Background: an optimization exercise with open tools, aiming at small area. Do not read the settings as production practice. No functional check of the RTL was part of any run shown here.

==> flow/design.v, too long to show whole: its modules and the start of the top module <==
// module fir_filter: 3702 lines
// module fir_fa: 4 lines
// module fir_ha: 4 lines
module fir_filter (
    input fir_clk,
    input rst_active_low,
    input signed [29:0] data_in,
    output signed [61:0] data_out
);
  // ...
==> flow/run.sh <==
#!/bin/bash
# synth_recipe.tcl (not shown) runs the flow's synth.tcl, then flattens the netlist and writes it again
# the make line also repeats each setting of config.mk as NAME=value (left out here)
make -C /OpenROAD-flow-scripts/flow DESIGN_CONFIG=/design/flow/config.mk WORK_HOME=/design/flow/orfs CLKGATE_MAP_FILE= SYNTH_SCRIPT=/design/flow/synth_recipe.tcl finish
==> flow/config.mk <==
export PLATFORM = sky130hd
export DESIGN_NAME = fir_filter
export DESIGN_NICKNAME = fir_filter
export VERILOG_FILES = /design/flow/design.v
export SDC_FILE = /design/flow/constraint.sdc
export NUM_CORES = 8
export LEC_CHECK = 0
export CAP_MARGIN = 35
export CORE_MARGIN = 2
export CORE_UTILIZATION = 60
export CTS_BUF_LIST = sky130_fd_sc_hd__clkbuf_16
export CTS_CLUSTER_DIAMETER = 60
export CTS_CLUSTER_SIZE = 30
export SLEW_MARGIN = 35
export SYNTH_HIERARCHICAL = 1
==> flow/constraint.sdc <==
create_clock -name core_clock -period 10.0 [get_ports {fir_clk}]
set_input_delay 2.0000 -clock core_clock [delete_from_list [all_inputs] [get_ports {fir_clk}]]
set_output_delay 2.0000 -clock core_clock [all_outputs]
set_load 0.01 [all_outputs]
==> flow_summary.json, run 1 <==
{
  "via_per_inst": 5.01,
  "syn_avg_cell_area_um2": 17.6,
  "use_met3_pct": 4.84,
  "dieWidth_um": 366,
  "syn2layout_area_growth_pct": 8.97,
  "worstSetupPathType": "register to primary output",
  "n_tap_cell": 1742,
  "seq_cell_count": 1701,
  "multi_input_gates": 2163,
  "grt_overflow_total": 0,
  "initial_utilization_pct": 60.5,
  "hold_start": "n5403_d1",
  "ys_types": 9,
  "place_congestion": 0.892,
  "status": "timing/DRC/antenna clean",
  "finalNonFillerCells": 6458,
  "stdcell_area_um2": 85500,
  "placed_area_um2": 81100,
  "grt_pass1_vias": 38600,
  "num_antenna_cells": 0,
  "worstPathRequired_ps": 8000,
  "top_usage_layer": "met1",
  "antenna_left": 0,
  "r2r_setup_slack_ps": 1570,
  "track_usage_pct": 29.7,
  "cts_inserted_buffers": 119,
  "max_stage_delay_ps": 630,
  "seq_share_pct": 39.8,
  "hold_slack_ps": 300,
  "critical_path.endpoint": "data_out[54]",
  "yosysMostFrequentCell": "fa_1",
  "critPathBufInv": 1,
  "final_cell_mix": "fa_1 (1986), dfxtp_1 (1701), inv_1 (543)",
  "placed_cells": 6233,
  "synth.area.mux_share_pct": 0,
  "path_cells": "fa_1 -> fa_1 -> fa_1 -> fa_1 -> fa_1 -> fa_1 -> fa_1 -> fa_1 -> fa_1 -> fa_1 -> ha_1 -> xnor2_1 -> xnor3_1 -> clkdlybuf4s50_1"
}
==> inputs of run 2 (changes only) <==
--- a/flow/config.mk
+++ b/flow/config.mk
@@ -9,7 +9,7 @@
 export CORE_MARGIN = 2
 export CORE_UTILIZATION = 60
 export CTS_BUF_LIST = sky130_fd_sc_hd__clkbuf_16
-export CTS_CLUSTER_DIAMETER = 60
-export CTS_CLUSTER_SIZE = 30
+export CTS_CLUSTER_DIAMETER = 50
+export CTS_CLUSTER_SIZE = 24
 export SLEW_MARGIN = 35
 export SYNTH_HIERARCHICAL = 1
==> run 2 against run 1 <==
Net effect: area after synthesis unchanged; fmax down 0.12%; still clean on timing, DRC and antenna; via count up 1.1%; hold slack better by 2.2 ps; flip-flop and latch count unchanged.
==> flow_summary.json, run 2 <==
{
  "fmax_mhz": 112,
  "clk_pin_slew_ps": 70,
  "vias": 32700,
  "dpl.hpwl_mm": 164,
  "drtIter0Drc": 2264,
  "timing.rr.end": "n5861_d1",
  "placed_cells": 6233,
  "critical_path.endpoint": "data_out[54]",
  "fin_nets": 6823,
  "rsz0062_at_grt": "false",
  "finalNonFillerCells": 6507,
  "synth_top_area_share_pct": 50.7,
  "final_cell_mix": "fa_1 (1986), dfxtp_1 (1701), inv_1 (539)",
  "relSlewSlack_pct": 67.6,
  "worstSetupStartpoint": "n4606_d1",
  "post-route-period-util_pct": 89.7,
  "synth_area_leaders": "fa_1 (51%), dfxtp_1 (43%), ha_1 (2.6%)",
  "drive_gt1_share_pct": 5.50,
  "hold_violations": 0,
  "tightest_slew_ps": 484,
  "place_congestion": 0.892,
  "yosysMostFrequentCell": "fa_1",
  "clk_path_buf_depth": 3,
  "cts_resized": 0,
  "synth-main-ff-cell": "dfxtp_1",
  "min_path_type": "register to register",
  "cts.htree.levels": 4,
  "critPathMaxFanout": 17,
  "setup_viol": 0,
  "dieWidth_um": 366,
  "ctsRootBufferMaster": "clkbuf_16",
  "drv_cap": 0,
  "drc": 0,
  "wl_per_cell_um": 28.4,
  "coreArea_um2": 130000,
  "syn_avg_cell_area_um2": 17.6,
  "cts_tree": "yes",
  "ys_seq_elements": 1701,
  "worstSetupPathType": "register to primary output",
  "firstDrtPassIters": 7,
  "final_common_cell": "fa_1",
  "post-route-util_pct": 66.8,
  "synth_top_area_cell": "fa_1",
  "grt_pass1_vias": 39100,
  "cts_setup_buffers": 0,
  "rows": 132,
  "antenna_left": 0,
  "ys_async_sr_fraction_pct": 0,
  "initial_utilization_pct": 60.5,
  "postSynthCellCount": 4455,
  "finalWirelength_mm": 185,
  "end_kind": "primary output",
  "clock_latency_ps": 800,
  "grt_overflow_total": 0,
  "ys_types": 9,
  "via_per_inst": 5.03,
  "worstSetupStartpointType": "register",
  "cts_sinks": 1701,
  "status": "timing/DRC/antenna clean",
  "ys_seq_area_share_pct": 43.4,
  "timing.rr.start": "n1884_d1",
  "r2r_setup_slack_ps": 1560,
  "arrival_ps": 6970,
  "tns_ps": 0,
  "rr_worst_depth": 17,
  "worstPathRequired_ps": 8000,
  "syn_area_um2": 78500,
  "synth.net_count": 6638,
  "num_antenna_cells": 0,
  "syn2layout_area_growth_pct": 10.3,
  "die_h_um": 366,
  "die-area_um2": 134000,
  "grt_pass1_wl_mm": 274,
  "synthTopCellsByCount": "fa_1 (1986), dfxtp_1 (1701), inv_1 (535)",
  "postCtsHoldBufs": 0,
  "finClkSkew_ps": 45.4,
  "cts_inserted_buffers": 147,
  "grt_max_degree": 25,
  "ys.warnings.count": 7,
  "slew_violations": 0,
  "antenna_found_initial": 2,
  "synth_edf_count": 0,
  "io_pins": 94,
  "finalCriticalPeriod_ps": 8970,
  "track_usage_pct": 30.0,
  "port_buffers": 92
}
[run 2: cell counts after synthesis]
Identical to the previous run, type by type.
[run 2: cells by family after synthesis]
family / Yosys count / share of synthesized area, %
adders and majority gates: 2151 / 53.3
xor gates and xnor gates: 12 / 0.188
DFF: 1701 / 43.4
buffers and inverters: 591 / 3.10
[run 2: worst min path at each step]
stage          cells past startpoint      from  endpoint
5_1_grt                            0  n5326_d1  n5326_d2
3_5_place_dp                       0  n5082_d1  n5082_d2
2_1_floorplan                      0    X0[10]    X1[10]
3_3_place_gp                       0    X0[27]    X1[27]
4_1_cts                            0  n5403_d1  n5403_d2
6_report                           0  n5403_d1  n5403_d2
[run 2: final cells by class]
| cell class | instances | area (µm²) |
|---|---|---|
| Fill cell | 9123 | 43100 |
| Timing Repair Buffer | 92 | 921 |
| Clock buffer | 153 | 3830 |
| Multi-Input combinational cell | 2163 | 42000 |
| Sequential cell | 1701 | 34100 |
| Inverter | 535 | 2010 |
| Clock inverter | 121 | 1590 |
| Tap cell | 1742 | 2180 |
[run 2: layer usage]
metal | vias to the layer above | wire length, µm | global-route usage, %
met1 | 18100 | 86200 | 46.9
met5 | - | 0 | 0
li1 | 13600 | - | -
met3 | 184 | 10200 | 5.19
met4 | 0 | 2890 | 5.37
met2 | 866 | 85300 | 45.4
[run 2: critical path: stages (launching register included)]
cell and delay, ps:
dfxtp_1 320, fa_1 440, fa_1 510, fa_1 440, fa_1 420, fa_1 410, fa_1 420, fa_1 430
fa_1 420, fa_1 390, fa_1 440, ha_1 200, xnor2_1 140, xnor3_1 570, clkdlybuf4s50_1 630
[run 2: per-stage QoR]
step,instance area [µm²],worst slack (ps),hold WS (ps)
finish,86600,1030,302
global route,86600,717,318
CTS,86600,911,303
detailed placement,81100,1570,312
global placement,81100,1560,310
floorplan,78500,2240,310
[run 2: Yosys stat by module (local to each module, per instance)]
module,cell area (µm²),copies in the design,flops+latches,cells
fir_filter,37300,1,1701,2357
fir_ha,12.5,112,0,1
fir_fa,20.0,1986,0,1

[what the ideal ports hide]
In the flow no input, the clock included, has a driving cell. The finished layouts below were timed again as built, in two steps. Step 1 (the two cells are an assumption about what drives the block):
set clk [get_ports {fir_clk}]
set_driving_cell -lib_cell sky130_fd_sc_hd__clkbuf_16 $clk
set_driving_cell -lib_cell sky130_fd_sc_hd__buf_2 [delete_from_list [all_inputs] $clk]
Step 2, shift: input delay + t, output delay - t, t = (earliest + latest rising clock arrival at the registers) / 2. This alone moves slack from input paths to output paths. a / b / c = no drivers / after step 1 / after step 2; a / b = the first two.
run | t, ns | setup slack, ns | latest minus earliest clock arrival (ns) | worst data-port slew with drivers (ns)
run 1 | 0.832 | 1.043 / 0.971 / 1.574 | 0.049 / 0.049 | 0.05
run 2 | 0.855 | 1.032 / 0.951 / 1.557 | 0.045 / 0.045 | 0.05
After both steps every run listed still meets setup and hold.
